From an optimization exercise on the open Yosys and OpenROAD flow, aimed at small area; shortcuts taken in it are not production practice.
In this exercise RTL edits were held to simulation tests only and were not proved equivalent to the original.

==> module con_5x5, before the edit <==
module con_5x5(
	input rst_n,
	input clk,
	input ena,
	input [15:0] data,
	output reg valid,
	output reg finish,
	output [15:0] result
	);
	reg [3:0] core_num;
	reg [7:0] pics_num;
	reg [1:0] pics_num_add;
	always @(posedge clk or negedge rst_n) begin
		if (!rst_n) begin
			core_num <= 4'h0;
			pics_num <= 8'h0;
			pics_num_add <= 2'b00;
			finish <= 1'b0;
		end
		else if (ena) begin
			if (core_num < 4'h9)
				core_num <= core_num + 1'b1;
			else if (core_num == 4'h9) begin
				pics_num <= pics_num + 1'b1;
				if (pics_num > 8'h8)
					pics_num_add <= (pics_num_add == 2'd3) ? 2'd1 : pics_num_add + 1'b1;
			end
		end
		else if (pics_num > 8'h50 && pics_num < 8'h55) begin
			pics_num <= pics_num + 1'b1;
			case (pics_num_add)
				2'd3: pics_num_add <= 2'd1;
				2'd2: pics_num_add <= 2'd3;
				2'd1: pics_num_add <= 2'd2;
				default: pics_num_add <= 2'd0;
			endcase
			finish <= (pics_num == 8'h54);
		end
		else begin
			pics_num <= 8'h0;
			pics_num_add <= 2'd0;
			core_num <= 4'h9;
			finish <= 1'b0;
		end
	end
	always @(posedge clk or negedge rst_n) begin
		if (!rst_n) valid <= 1'b0;
		else valid <= (pics_num_add == 2'd3);
	end
	reg [15:0] kr [0:2][0:2];
	reg [1:0] kph;
	wire kload = ena && (core_num < 4'h9);
	integer q;
	always @(posedge clk) begin
		for (q = 0; q < 3; q = q + 1) begin
			kr[q][0] <= kr[q][1];
			kr[q][1] <= kr[q][2];
			kr[q][2] <= (kload && core_num >= 3*q && core_num < 3*q+3) ? data : kr[q][0];
		end
		kph <= (kload && core_num == 4'd8) ? 2'd0 : (kph == 2'd0) ? 2'd1 : (kph == 2'd1) ? 2'd2 : 2'd0;
	end
	reg [15:0] b0, b1, b2;
	always @(posedge clk) begin
		b0 <= data;
		b1 <= b0;
		b2 <= b1;
	end
	wire mv = (pics_num_add == 2'd3) ? (pics_num <= 8'd81)
		: (pics_num == 8'd3 || pics_num == 8'd6 || pics_num == 8'd9);
	wire mdown = (pics_num == 8'd24 || pics_num == 8'd39 || pics_num == 8'd54 || pics_num == 8'd69);
	wire mleft = (pics_num >= 8'd27 && pics_num <= 8'd36) || (pics_num >= 8'd57 && pics_num <= 8'd66);
	reg [15:0] pr [0:2][0:2];
	wire [15:0] nw [0:2];
	assign nw[0] = b2;
	assign nw[1] = b1;
	assign nw[2] = b0;
	integer i;
	always @(posedge clk) begin
		for (i = 0; i < 3; i = i + 1) begin
			if (!mv) begin
				pr[i][0] <= pr[i][1];
				pr[i][1] <= pr[i][2];
				pr[i][2] <= pr[i][0];
			end
			else if (mdown) begin
				if (i == 2) begin
					pr[i][0] <= nw[0];
					pr[i][1] <= nw[1];
					pr[i][2] <= nw[2];
				end
				else begin
					pr[i][0] <= pr[i+1][1];
					pr[i][1] <= pr[i+1][2];
					pr[i][2] <= pr[i+1][0];
				end
			end
			else if (mleft) begin
				pr[i][0] <= nw[i];
			end
			else begin
				pr[i][0] <= pr[i][2];
				pr[i][1] <= pr[i][0];
				pr[i][2] <= nw[i];
			end
		end
	end
	reg [1:0] psel;
	always @(*) begin
		case ({kph, pics_num_add})
			{2'd0, 2'd1}, {2'd1, 2'd2}, {2'd2, 2'd3}: psel = 2'd0;
			{2'd1, 2'd1}, {2'd2, 2'd2}, {2'd0, 2'd3}: psel = 2'd1;
			default: psel = 2'd2;
		endcase
	end
	reg [15:0] ka [0:2];
	reg [15:0] pa [0:2];
	always @(*) begin
		for (i = 0; i < 3; i = i + 1) begin
			ka[i] = kr[i][0];
			case (psel)
				2'd0: pa[i] = pr[i][0];
				2'd1: pa[i] = pr[i][1];
				default: pa[i] = pr[i][2];
			endcase
		end
	end
	wire [15:0] t0, t1, t2;
	bmul m0(.a(ka[0]), .b(pa[0]), .t(t0));
	bmul m1(.a(ka[1]), .b(pa[1]), .t(t1));
	bmul m2(.a(ka[2]), .b(pa[2]), .t(t2));
	reg [15:0] acc;
	wire keep = pics_num_add[1];
	always @(posedge clk)
		acc <= (keep ? acc : 16'h0) + t0 + t1 + t2;
	assign result = acc;
endmodule
clock: 14.0 ns
lec_check: 0
abc_area: 1
cap_margin: 20
core_margin: 2
core_utilization: 40
cts_cluster_diameter: 150
cts_cluster_size: 20
slew_margin: 20
run.sh (not shown) runs the stock make flow with config.mk's settings and CLKGATE_MAP_FILE= SYNTH_SCRIPT=/design/flow/synth_recipe.tcl, a recipe that flattens the netlist after the stock synthesis.
The first run completed without violations.
Change:
--- a/flow/design.v
+++ b/flow/design.v
@@ -106,11 +106,11 @@
 		end
 	end
 	reg [1:0] psel;
-	always @(*) begin
+	always @(posedge clk) begin
 		case ({kph, pics_num_add})
-			{2'd0, 2'd1}, {2'd1, 2'd2}, {2'd2, 2'd3}: psel = 2'd0;
-			{2'd1, 2'd1}, {2'd2, 2'd2}, {2'd0, 2'd3}: psel = 2'd1;
-			default: psel = 2'd2;
+			{2'd2, 2'd0}, {2'd0, 2'd1}, {2'd1, 2'd2}, {2'd2, 2'd3}: psel <= 2'd0;
+			{2'd0, 2'd0}, {2'd1, 2'd1}, {2'd2, 2'd2}, {2'd0, 2'd3}: psel <= 2'd1;
+			default: psel <= 2'd2;
 		endcase
 	end
 	reg [15:0] ka [0:2];
Effect:
- worst setup slack gets better by 110 ps
- global-route usage went down by 0.24 points
- fmax went up by 0.84%
- clock skew went up by 20 ps
- routed wire length went up by 1.5%
- via count went up by 0.57%
- design area went down by 0.49%
- final cell count went up by 1.1%

-- what the ideal ports hide --
Ports are ideal in the flow. The routed layouts listed here were re-timed in OpenROAD.
Step 1 (the two cells are an assumption about what drives the block):
set clk [get_ports {clk}]
set_driving_cell -lib_cell sky130_fd_sc_hd__clkbuf_16 $clk
set_driving_cell -lib_cell sky130_fd_sc_hd__buf_2 [delete_from_list [all_inputs] $clk]
Step 2 times the ports against the registers' clock, not the clock port: input delays grow and output delays shrink by t, the midpoint of the rising clock arrivals with the driver on.
Three values: no drivers, after step 1, after step 2; two values: the first two.
run | shift t [ns] | setup WS [ns] | worst setup path at the end
the first run | 0.607 | 0.752 / 0.752 / 0.752 | register to register
the second run | 0.605 | 0.862 / 0.862 / 0.862 | register to register
After both steps every run listed still meets setup and hold.
